Background: an optimization exercise with open tools, aiming at small area. Do not read the settings as production practice.
Where RTL was checked, it was by simulation tests only, not by an equivalence proof against the original.

==> inputs of v22 <==
==> flow/design.v (excerpt) <==
module CORDIC_Top (
    input clk,
    input [31:0] target,
    output [31:0] cos_x
);
make LEC_CHECK=0 CAP_MARGIN=20 CORE_MARGIN=2 CORE_UTILIZATION=40 SLEW_MARGIN=20 finish   # period 10.0 ns
run.sh (not shown) runs the stock make flow with config.mk's settings and CLKGATE_MAP_FILE= SYNTH_SCRIPT=/design/flow/synth_recipe.tcl, a recipe that flattens the netlist after the stock synthesis.
==> v13 (differences from v22) <==
--- a/flow/config.mk
+++ b/flow/config.mk
@@ -6,6 +6,7 @@
 export NUM_CORES = 4
 export LEC_CHECK = 0
-export CAP_MARGIN = 20
+export CAP_MARGIN = 10
 export CORE_MARGIN = 2
 export CORE_UTILIZATION = 40
-export SLEW_MARGIN = 20
+export CTS_BUF_LIST = sky130_fd_sc_hd__clkbuf_4
+export SLEW_MARGIN = 10
==> qor summary <==
Result of the run: v22 finished clean; v13 finished clean
Critical Path RT: v22 10410 ps; v13 8000 ps
DR vias: v22 18.70k; v13 19.01k
Met3 capacity usage during global routing: v22 2.888%; v13 3.072%
Final #Nets: v22 3324; v13 3357
Cell with the largest stage delay on the worst path: v22 or4_4; v13 dfxtp_1
Detailed router's first-iteration violation count: v22 1028; v13 1006
Met1 WL: v22 28580 um; v13 28900 um
Antenna cells: v22 0; v13 2
Number of H-tree branching levels: v22 1; v13 2
Layout fillers: v22 5993; v13 6041
Flop2flop setup slack: v22 810 ps; v13 820 ps
Share of final layout cell area taken by clock buffers and inverters: v22 3.282%; v13 2.645%
Initial antenna violation count: v22 0; v13 2
Met1 capacity usage during global routing: v22 27.02%; v13 27.30%
Largest clock skew in the final design: v22 19.79 ps; v13 67.36 ps
CTS Buf Count: v22 24; v13 57
No functional check of the RTL was part of any run of this note.


==> run E: inputs <==
Another version of the RTL of CORDIC_Top (not shown whole).
==> flow/config.mk <==
export PLATFORM = sky130hd
export DESIGN_NAME = CORDIC_Top
export DESIGN_NICKNAME = CORDIC_Top
export VERILOG_FILES = /design/flow/design.v
export SDC_FILE = /design/flow/constraint.sdc
export NUM_CORES = 4
export LEC_CHECK = 0
export CAP_MARGIN = 10
export CORE_MARGIN = 2
export CORE_UTILIZATION = 40
export CTS_BUF_LIST = sky130_fd_sc_hd__clkbuf_8
export CTS_CLUSTER_DIAMETER = 60
export CTS_CLUSTER_SIZE = 16
export GPL_TIMING_DRIVEN = 0
export SLEW_MARGIN = 10
==> flow/constraint.sdc <==
create_clock -name core_clock -period 10.0 [get_ports {clk}]
set_input_delay 2.0000 -clock core_clock [delete_from_list [all_inputs] [get_ports {clk}]]
set_output_delay 2.0000 -clock core_clock [all_outputs]
set_load 0.01 [all_outputs]
==> run G (differences from run E) <==
==> flow/config.mk (replaced) <==
export PLATFORM = sky130hd
export DESIGN_NAME = CORDIC_Top
export DESIGN_NICKNAME = CORDIC_Top
export VERILOG_FILES = /design/flow/design.v
export SDC_FILE = /design/flow/constraint.sdc
export NUM_CORES = 4
export LEC_CHECK = 0
export CAP_MARGIN = 10
export CORE_MARGIN = 2
export CORE_UTILIZATION = 60
export CTS_BUF_LIST = sky130_fd_sc_hd__clkbuf_4
export GPL_TIMING_DRIVEN = 0
export SLEW_MARGIN = 10
==> qor summary <==
Critical Path Sink: run G q1_r[11]$_SDFF_PP1_; run E cos_x[31]
Share of cells above drive strength 1: run G 5.80%; run E 4.74%
Die boundary height: run G 206 um; run E 252 um
Met3 Track Usage GR: run G 4.16%; run E 2.22%
# placed instances: run G 3217; run E 3467
Result of the run: run G finished clean; run E finished clean
Element type at the critical path end: run G register; run E primary output
CP Depth: run G 32; run E 25
Area of all placed cells without fillers: run G 26700 sq um; run E 26800 sq um
Setup slack after layout: run G 0.410 ns; run E 0.485 ns
Clock-pin slew of the registers on the worst-case setup and hold paths: run G 0.07 ns; run E 0.10 ns
DP HPWL: run G 50300 um; run E 52600 um


==> inputs of violet <==
Another version of the RTL of CORDIC_Top (not shown whole).
==> flow/design.v (excerpt) <==
module CORDIC_Top (
    input clk,
    input [31:0] target,
    output [31:0] cos_x
);
	wire s0 = target > 32'h3b58ce00;
	wire big = target > 32'hc90fdaa2;
	wire c0_1_e = target >= 32'h1bfd5800;
	wire c1_1_e = target <= 32'h6e5b96a2;
	wire c0_2_0 = target >= 32'h0c127ab0;
	wire c1_2_0 = target <= 32'h7e4673f2;
	wire c0_2_1 = target >= 32'h2be83550;
	wire c1_2_1 = target <= 32'h5e70b952;
	wire s1 = s0 ? (big | c1_1_e) : c0_1_e;
	wire s2 = s0 ? (big | (s1 ? c1_2_1 : c1_2_0)) : (s1 ? c0_2_1 : c0_2_0);
	wire [31:0] ea_a = target ^ {32{s0}};
	wire [31:0] ea_k = (s0 ? (s1 ? (s2 ? 32'h56736263 : 32'h666e1043) : (s2 ? 32'h76491d03 : 32'h8643cae3)) : (s1 ? (s2 ? 32'hcc1a73c0 : 32'hdc1521a0) : (s2 ? 32'hebf02e60 : 32'hfbeadc40)));
	wire eas_1 = ea_a[0] ^ ea_k[0] ^ 1'b0;
	wire eac_2 = (ea_a[0] & ea_k[0]) | (ea_a[0] & 1'b0) | (ea_k[0] & 1'b0);
	wire eas_3 = ea_a[1] ^ ea_k[1] ^ eac_2;
	wire eac_4 = (ea_a[1] & ea_k[1]) | (ea_a[1] & eac_2) | (ea_k[1] & eac_2);
  ...
clock: 10.0 ns
lec_check: 0
cap_margin: 10
core_margin: 2
core_utilization: 40
cts_buf_list: sky130_fd_sc_hd__clkbuf_16
cts_cluster_diameter: 80
cts_cluster_size: 30
gpl_timing_driven: 0
slew_margin: 10
==> harbor: changes against violet <==
==> flow/flow/run.sh (new file) <==
#!/bin/bash
# The standard layout (standard.sh: standard synthesis and ORFS flow with
# config.mk's settings), with the port buffers made of the smallest buffer
# cell instead of the one buffer_ports picks by itself.  Every input and
# output port still gets its own buffer.
set -euo pipefail
export BUFFER_PORTS_ARGS="-buffer_cell sky130_fd_sc_hd__buf_1"
bash standard.sh > standard.log 2>&1
==> flow/standard.sh (new file) <==
#!/bin/bash
# synth_recipe.tcl (not shown) runs the flow's synth.tcl, then flattens the netlist and writes it again
# the make line also repeats each setting of config.mk as NAME=value (left out here)
make -C /OpenROAD-flow-scripts/flow DESIGN_CONFIG=/design/flow/config.mk WORK_HOME=/design/flow/orfs CLKGATE_MAP_FILE= SYNTH_SCRIPT=/design/flow/synth_recipe.tcl "${@:-finish}"
removed: flow/run.sh
==> indigo: changes against violet <==
==> flow/flow/run.sh (new file) <==
#!/bin/bash
# The standard layout (standard.sh: standard synthesis and ORFS flow with
# config.mk's settings), with these changes:
#  - the port buffers are made of the smallest buffer cell instead of the one
#    buffer_ports picks by itself (every input and output port still gets its
#    own buffer);
#  - clock tree synthesis adds no dummy loads (same arguments as ORFS builds
#    from config.mk, plus -dont_use_dummy_load).
set -euo pipefail
export BUFFER_PORTS_ARGS="-buffer_cell sky130_fd_sc_hd__buf_1"
export CTS_ARGS="-sink_clustering_enable -repair_clock_nets -sink_clustering_size 26 -sink_clustering_max_diameter 60 -buf_list sky130_fd_sc_hd__clkbuf_8 -dont_use_dummy_load"
bash standard.sh > standard.log 2>&1
==> flow/standard.sh (new file) <==
#!/bin/bash
# synth_recipe.tcl (not shown) runs the flow's synth.tcl, then flattens the netlist and writes it again
# the make line also repeats each setting of config.mk as NAME=value (left out here)
make -C /OpenROAD-flow-scripts/flow DESIGN_CONFIG=/design/flow/config.mk WORK_HOME=/design/flow/orfs CLKGATE_MAP_FILE= SYNTH_SCRIPT=/design/flow/synth_recipe.tcl "${@:-finish}"
--- a/flow/config.mk
+++ b/flow/config.mk
@@ -8,8 +8,8 @@
 export CAP_MARGIN = 10
 export CORE_MARGIN = 2
 export CORE_UTILIZATION = 40
-export CTS_BUF_LIST = sky130_fd_sc_hd__clkbuf_16
-export CTS_CLUSTER_DIAMETER = 80
-export CTS_CLUSTER_SIZE = 30
+export CTS_BUF_LIST = sky130_fd_sc_hd__clkbuf_8
+export CTS_CLUSTER_DIAMETER = 60
+export CTS_CLUSTER_SIZE = 26
 export GPL_TIMING_DRIVEN = 0
 export SLEW_MARGIN = 10
removed: flow/run.sh
==> onyx: changes against violet <==
==> flow/flow/run.sh (new file) <==
#!/bin/bash
# The standard layout (standard.sh: standard synthesis and ORFS flow with
# config.mk's settings), with two changes:
#  - the port buffers are made of the smallest buffer cell instead of the one
#    buffer_ports picks by itself (every input and output port still gets its
#    own buffer);
#  - clock tree synthesis adds no dummy loads (same arguments as ORFS builds
#    from config.mk, plus -dont_use_dummy_load).
set -euo pipefail
export BUFFER_PORTS_ARGS="-buffer_cell sky130_fd_sc_hd__buf_1"
export CTS_ARGS="-sink_clustering_enable -repair_clock_nets -sink_clustering_size 20 -sink_clustering_max_diameter 50 -buf_list sky130_fd_sc_hd__clkbuf_8 -dont_use_dummy_load"
bash standard.sh > standard.log 2>&1
==> flow/standard.sh (new file) <==
#!/bin/bash
# synth_recipe.tcl (not shown) runs the flow's synth.tcl, then flattens the netlist and writes it again
# the make line also repeats each setting of config.mk as NAME=value (left out here)
make -C /OpenROAD-flow-scripts/flow DESIGN_CONFIG=/design/flow/config.mk WORK_HOME=/design/flow/orfs CLKGATE_MAP_FILE= SYNTH_SCRIPT=/design/flow/synth_recipe.tcl "${@:-finish}"
--- a/flow/config.mk
+++ b/flow/config.mk
@@ -8,8 +8,8 @@
 export CAP_MARGIN = 10
 export CORE_MARGIN = 2
 export CORE_UTILIZATION = 40
-export CTS_BUF_LIST = sky130_fd_sc_hd__clkbuf_16
-export CTS_CLUSTER_DIAMETER = 80
-export CTS_CLUSTER_SIZE = 30
+export CTS_BUF_LIST = sky130_fd_sc_hd__clkbuf_8
+export CTS_CLUSTER_DIAMETER = 50
+export CTS_CLUSTER_SIZE = 20
 export GPL_TIMING_DRIVEN = 0
 export SLEW_MARGIN = 10
removed: flow/run.sh
==> comparison <==
Fmax: indigo > harbor > violet > onyx. Wire length is about the same in indigo and harbor. The lowest final cell count belongs to indigo, the highest to violet. In harbor the critical path depth is higher than in violet, by 11.

re-timing with driven ports:
In the flow no input, the clock included, has a driving cell. The finished layouts below were timed again as built, in two steps. Step 1, drivers: a clkbuf_16 drives clk and a buf_2 each remaining input, both assumed. Step 2 also shifts input and output timing later by t, the mid clock arrival at the registers, as if the neighbouring blocks saw the same clock. Three values: ideal, step 1, step 2; two values: the first two.
| run | t, ns | setup slack, ns | worst slew at a driven data input, ns | cell pins on the clock port's net |
|---|---|---|---|---|
| v22 | 0.591 | 0.483 / 0.449 / -0.080 | 0.04 | 1 |
| v13 | 0.814 | 0.466 / 0.414 / -0.239 | 0.04 | 1 |
| run E | 0.603 | 0.485 / 0.436 / -0.058 | 0.04 | 1 |
| run G | 0.766 | 0.410 / 0.441 / -0.325 | 0.04 | 1 |
| violet | 0.565 | 0.438 / 0.385 / 0.030 | 0.05 | 1 |
| harbor | 0.564 | 0.445 / 0.445 / 0.065 | 0.05 | 1 |
| indigo | 0.603 | 0.452 / 0.482 / -0.121 | 0.05 | 1 |
| onyx | 0.594 | 0.406 / 0.406 / -0.107 | 0.05 | 1 |
With both steps, setup timing fails in 6 of these runs, where it was met with ideal ports. The setup slack of run G, which loses most, moves by +0.031 ns with the drivers and by -0.735 ns with both steps.
